Context: an optimization exercise on an open-source flow, tuned for small area, a short achievable clock period and few clock cycles per item. The choices shown serve that exercise and are no tape-out recipe. Only simulation tests tie the RTL to the original design; equivalence was not proved. Power and IR drop assume default switching activity.

== run R ==
==> flow/design.v (excerpt) <==
module PolyMult(clk, rst, start, A3, A2, A1, A0, B3, B2, B1, B0, finish, C3, C2, C1, C0);
input clk, rst, start;
input [7:0] A3, A2, A1, A0, B3 , B2 , B1 , B0;
output reg finish ;
output reg [7:0] C3, C2, C1, C0;
wire [7:0] c0, c1, c2, c3;
wire p0_1, p0_2, p0_3, p0_4, p0_5, p0_6, p0_7, p0_8, p0_9, p0_10, p0_11, p0_12, p0_13, p0_14, p0_15, p0_16;
wire p0_17, p0_18, p0_19, p0_20, p0_21, p0_22, p0_23, p0_24, p0_25, p0_26, p0_27, p0_28, p0_29, p0_30, p0_31, p0_32;
wire p0_33, p0_34, p0_35, p0_36, p0_37, p0_38, p0_39, p0_40, p0_41, p0_42, p0_43, p0_44, p0_45, p0_46, p0_47, p0_48;
wire p0_49, p0_50, p0_51, p0_52, p0_53, p0_54, p0_55, p0_56, p0_57, p0_58, p0_59, p0_60, p0_61, p0_62, p0_63, p0_64;
wire p0_65, p0_66, p0_67, p0_68, p0_69, p0_70, p0_71, p0_72, p0_73, p0_74, p0_75, p0_76, p0_77, p0_78, p0_79, p0_80;
wire p0_81, p0_82, p0_83, p0_84, p0_85, p0_86, p0_87, p0_88, p0_89, p0_90, p0_91, p0_92, p0_93, p0_94, p0_95, p0_96;
wire p0_97, p0_98, p0_99, p0_100, p0_101, p0_102, p0_103, p0_104, p0_105, p0_106, p0_107, p0_108, p0_109, p0_110, p0_111, p0_112;
wire p0_113, p0_114, p0_115, p0_116, p0_117, p0_118, p0_119, p0_120, p0_121, p0_122, p0_123, p0_124, p0_125, p0_126, p0_127, p0_128;
wire p0_129, p0_130, p0_131, p0_132, p0_133, p0_134, p0_135, p0_136, p0_137, p0_138, p0_139, p0_140, p0_141, p0_142, p0_143, p0_144;
wire s0_145, c0_146, s0_147, c0_148, s0_149, c0_150, s0_151, c0_152, s0_153, c0_154, s0_155, c0_156, s0_157, c0_158, s0_159, c0_160;
wire s0_161, c0_162, s0_163, c0_164, s0_165, c0_166, s0_167, c0_168, s0_169, c0_170, s0_171, c0_172, s0_173, c0_174, s0_175, c0_176;
wire s0_177, c0_178, s0_179, c0_180, s0_181, c0_182, s0_183, c0_184, s0_185, c0_186, s0_187, c0_188, s0_189, c0_190, s0_191, c0_192;
wire s0_193, c0_194, s0_195, c0_196, s0_197, c0_198, s0_199, c0_200, s0_201, c0_202, s0_203, c0_204, s0_205, c0_206, s0_207, c0_208;
wire s0_209, c0_210, s0_211, c0_212, s0_213, c0_214, s0_215, c0_216, s0_217, c0_218, s0_219, c0_220, s0_221, c0_222, s0_223, c0_224;
  ...
export LEC_CHECK = 0
export CAP_MARGIN = 20
export CORE_MARGIN = 2
export CORE_UTILIZATION = 40
export SLEW_MARGIN = 20
create_clock -name core_clock -period 6.0 [get_ports {clk}]
standard.sh (not shown) runs the stock make flow with config.mk's settings and CLKGATE_MAP_FILE= SYNTH_SCRIPT=/design/flow/synth_recipe.tcl, a recipe that flattens the netlist after the stock synthesis.
==> flow/flow/run.sh <==
#!/bin/bash
# The standard layout (the standard.sh) with these ORFS variables changed:
#   ADDER_MAP_FILE= BUFFER_PORTS_ARGS='-buffer_cell sky130_fd_sc_hd__buf_2'
# The whole make output goes to standard_flow.log; ORFS keeps each step's log under orfs/logs/.
set -euo pipefail
bash standard.sh ADDER_MAP_FILE= BUFFER_PORTS_ARGS='-buffer_cell sky130_fd_sc_hd__buf_2' finish > standard_flow.log 2>&1
Testbench counts of run R, summed over its fixed seeds: cycles 804, items 800.
Inputs modified between run R and run B:
==> flow/flow/run.sh <==
#!/bin/bash
# The standard layout (the standard.sh) with these ORFS variables changed:
#   BUFFER_PORTS_ARGS='-buffer_cell sky130_fd_sc_hd__buf_2'
# The whole make output goes to standard_flow.log; ORFS keeps each step's log under orfs/logs/.
set -euo pipefail
bash standard.sh BUFFER_PORTS_ARGS='-buffer_cell sky130_fd_sc_hd__buf_2' finish > standard_flow.log 2>&1
[summary]
- Looking only at combinational logic power, and setting everything else aside, the lower value of run B and run R goes to run B.
- Run B ended with less post-route standard cell area excluding fillers than run R.
- Diff run R -> run B | non-clock buffer count | up by a few percent
- The die area of run B falls short of that of run R by about 15%.
- Taking run R as the reference, in run B number of filler instances in the final layout -746, power -about 4.3%, final-layout clock buffer total +2, longest individual stage delay on the worst path -0.07 ns.
- Run B does better than run R on total leakage power.
- Status: worst hold slack parity (run B, run R)

========
Setup of run 1:
PolyMult, a different RTL version from the one above (not shown whole).
Size: roughly 1,400 cells after synthesis, about 100 I/O pins, roughly 13,000 µm² of cells after synthesis.
==> flow/config.mk <==
export PLATFORM = sky130hd
export DESIGN_NAME = PolyMult
export DESIGN_NICKNAME = PolyMult
export VERILOG_FILES = /design/flow/design.v
export SDC_FILE = /design/flow/constraint.sdc
export NUM_CORES = 4
export LEC_CHECK = 0
export CAP_MARGIN = 20
export CORE_MARGIN = 2
export CORE_UTILIZATION = 65
export SLEW_MARGIN = 20
export SYNTH_HIERARCHICAL = 1
export SYNTH_MINIMUM_KEEP_SIZE = 0
==> flow/constraint.sdc <==
create_clock -name core_clock -period 6.0 [get_ports {clk}]
set_input_delay 1.2000 -clock core_clock [delete_from_list [all_inputs] [get_ports {clk}]]
set_output_delay 1.2000 -clock core_clock [all_outputs]
set_load 0.01 [all_outputs]
==> flow/flow/run.sh <==
#!/bin/bash
# The standard layout (the standard.sh) with these ORFS variables changed:
#   port buffers: sky130_fd_sc_hd__buf_4, then resized after global placement by their load
#   
# The whole make output goes to standard_flow.log; ORFS keeps each step's log under orfs/logs/.
set -euo pipefail
bash standard.sh BUFFER_PORTS_ARGS='-buffer_cell sky130_fd_sc_hd__buf_4' POST_GLOBAL_PLACE_TCL=$(pwd)/flow/post_gpl.tcl  finish > standard_flow.log 2>&1
==> flow/flow/post_gpl.tcl <==
# After global placement: the output ports drive only a 10 fF load and have
# ample slack, so their port buffers are made the smallest buffer.
foreach inst [get_cells output*] {
  if {[get_property $inst ref_name] eq "sky130_fd_sc_hd__buf_4"} {
    replace_cell $inst sky130_fd_sc_hd__buf_1
  }
}
# Input port buffers sized by the number of gates they drive.
foreach inst [get_cells input*] {
  if {[get_property $inst ref_name] ne "sky130_fd_sc_hd__buf_4"} continue
  set loads [get_pins -quiet -of_objects [get_nets -of_objects [get_pins $inst/X]] -filter "direction == input"]
  set fo [llength $loads]
  if {$fo >= 24} {
    replace_cell $inst sky130_fd_sc_hd__buf_6
  } elseif {$fo <= 8} {
    replace_cell $inst sky130_fd_sc_hd__buf_2
  }
}
Testbench counts of run 1, summed over its fixed seeds: cycles 804, items 800.
The following lists how run 2 was set up differently from run 1:
# run 1
export LEC_CHECK = 0
export CAP_MARGIN = 20
export CORE_MARGIN = 2
export CORE_UTILIZATION = 65
export SLEW_MARGIN = 20
export SYNTH_HIERARCHICAL = 1
export SYNTH_MINIMUM_KEEP_SIZE = 0
create_clock -name core_clock -period 6.0 [get_ports {clk}]
# run 2
export LEC_CHECK = 0
export CAP_MARGIN = 20
export CORE_MARGIN = 2
export CORE_UTILIZATION = 80
export SLEW_MARGIN = 20
export SYNTH_HIERARCHICAL = 1
export SYNTH_MINIMUM_KEEP_SIZE = 0
create_clock -name core_clock -period 6.0 [get_ports {clk}]
==> flow/flow/run.sh <==
#!/bin/bash
# The standard layout (the standard.sh) with these ORFS variables changed:
#   BUFFER_PORTS_ARGS='-buffer_cell sky130_fd_sc_hd__buf_4'
# The whole make output goes to standard_flow.log; ORFS keeps each step's log under orfs/logs/.
set -euo pipefail
bash standard.sh BUFFER_PORTS_ARGS='-buffer_cell sky130_fd_sc_hd__buf_4' finish > standard_flow.log 2>&1
removed: flow/flow/post_gpl.tcl
Results
C3[7] as the destination of the critical timing path was reported by run 2, and C0[6] by run 1. Going from run 1 to run 2, total chip power +2.8%, power share of the combinational group +0.3 points. Compared with run 1, in run 2 design area increased 1.5%; number of levels the H-tree was split into essentially unchanged; switching power increased 2.8%; count of plain and timing-repair buffers in the layout decreased 1. Higher detailed-routing wirelength on met1 was reported by run 1, not run 2. Run 2 ended up with fewer standard cells than run 1. A critical path startpoint of B3[0] is what run 1 shows, while B3[1] belongs to run 2. Cmp run 1 and run 2 / share of total power in the clock network / higher: run 1. Diff run 2..run 1 | final-stage net count | negligible.
Here is what was changed in the inputs of run 3 compared with run 2.
# run 2
export LEC_CHECK = 0
export CAP_MARGIN = 20
export CORE_MARGIN = 2
export CORE_UTILIZATION = 80
export SLEW_MARGIN = 20
export SYNTH_HIERARCHICAL = 1
export SYNTH_MINIMUM_KEEP_SIZE = 0
create_clock -name core_clock -period 6.0 [get_ports {clk}]
# run 3
export LEC_CHECK = 0
export CAP_MARGIN = 20
export CORE_MARGIN = 2
export CORE_UTILIZATION = 65
export SLEW_MARGIN = 20
export SYNTH_HIERARCHICAL = 1
export SYNTH_MINIMUM_KEEP_SIZE = 0
create_clock -name core_clock -period 6.0 [get_ports {clk}]
Every run (run 2 and run 3) finished clean.
The startpoint of the most critical setup path comes out B3[0] in one run and B3[1] in the other, namely in run 3 and run 2 respectively.
Total internal power ends up higher on run 2.
Going from run 2 to run 3, power per unit of standard cell area fell by 1.8%, non-clock buffer count went up by 1, hold slack fell 0.0095 ns.
Edits applied to the flow inputs when going from run 3 to run 4:
# run 3
export LEC_CHECK = 0
export CAP_MARGIN = 20
export CORE_MARGIN = 2
export CORE_UTILIZATION = 65
export SLEW_MARGIN = 20
export SYNTH_HIERARCHICAL = 1
export SYNTH_MINIMUM_KEEP_SIZE = 0
create_clock -name core_clock -period 6.0 [get_ports {clk}]
# run 4
export LEC_CHECK = 0
export CAP_MARGIN = 20
export CORE_MARGIN = 2
export CORE_UTILIZATION = 65
export SETUP_SLACK_MARGIN = 0.3
export SLEW_MARGIN = 20
export SYNTH_HIERARCHICAL = 1
export SYNTH_MINIMUM_KEEP_SIZE = 0
create_clock -name core_clock -period 6.0 [get_ports {clk}]
## What came out
- Run 4: done, clean on timing, DRC and antenna
- Run 3 has completed all stages; timing, DRC and antenna checks passed.
- Re highest attainable clock frequency: no difference whatsoever between run 4 and run 3.
- From run 4 to run 3, pre-CTS setup slack did not move at all.
- Aggregate global-route resource usage came out exactly the same in run 4 and run 3.
- Comparing run 3 against run 4, there is no change at all in final hold slack.
- Changes observed in run 4 relative to run 3: multiplexer area fraction after synthesis ~0 delta; final-stage net count neither gained nor lost much; setup slack stayed essentially flat.
- In terms of sequential cell count, run 4 and run 3 differ only marginally.
- ~same design area in run 4 and run 3
- The data required time at the worst endpoint of run 4 and that of run 3 are within noise of each other.

==> re-timing with driven ports <==
Ports are ideal in the flow. The routed layouts listed here were re-timed in OpenROAD. Step 1 (the two cells are an assumption about what drives the block):
set clk [get_ports {clk}]
set_driving_cell -lib_cell sky130_fd_sc_hd__clkbuf_16 $clk
set_driving_cell -lib_cell sky130_fd_sc_hd__buf_2 [delete_from_list [all_inputs] $clk]
Step 2 also shifts input and output timing later by t, the mid clock arrival at the registers, as if the neighbouring blocks saw the same clock. Slacks: ideal ports / drivers / drivers and shift; pairs: ideal ports / drivers.
run	t, ns	slack for setup (ns)	worst register clock-pin slew, ns	worst slew at a driven data input, ns
run R	0.351	1.049 / 1.056 / 0.705	0.06 / 0.06	0.06
run B	0.349	0.469 / 0.496 / 0.147	0.06 / 0.06	0.06
run 1	0.345	0.610 / 0.634 / 0.289	0.07 / 0.07	0.04
run 2	0.341	0.835 / 0.862 / 0.521	0.06 / 0.06	0.04
run 3	0.344	0.857 / 0.881 / 0.538	0.07 / 0.07	0.04
run 4	0.344	0.857 / 0.881 / 0.538	0.07 / 0.07	0.04
After both steps setup and hold are still met in every run listed. For run R, which loses most, drivers alone change the setup slack by +0.007 ns; drivers and shift together by -0.344 ns.
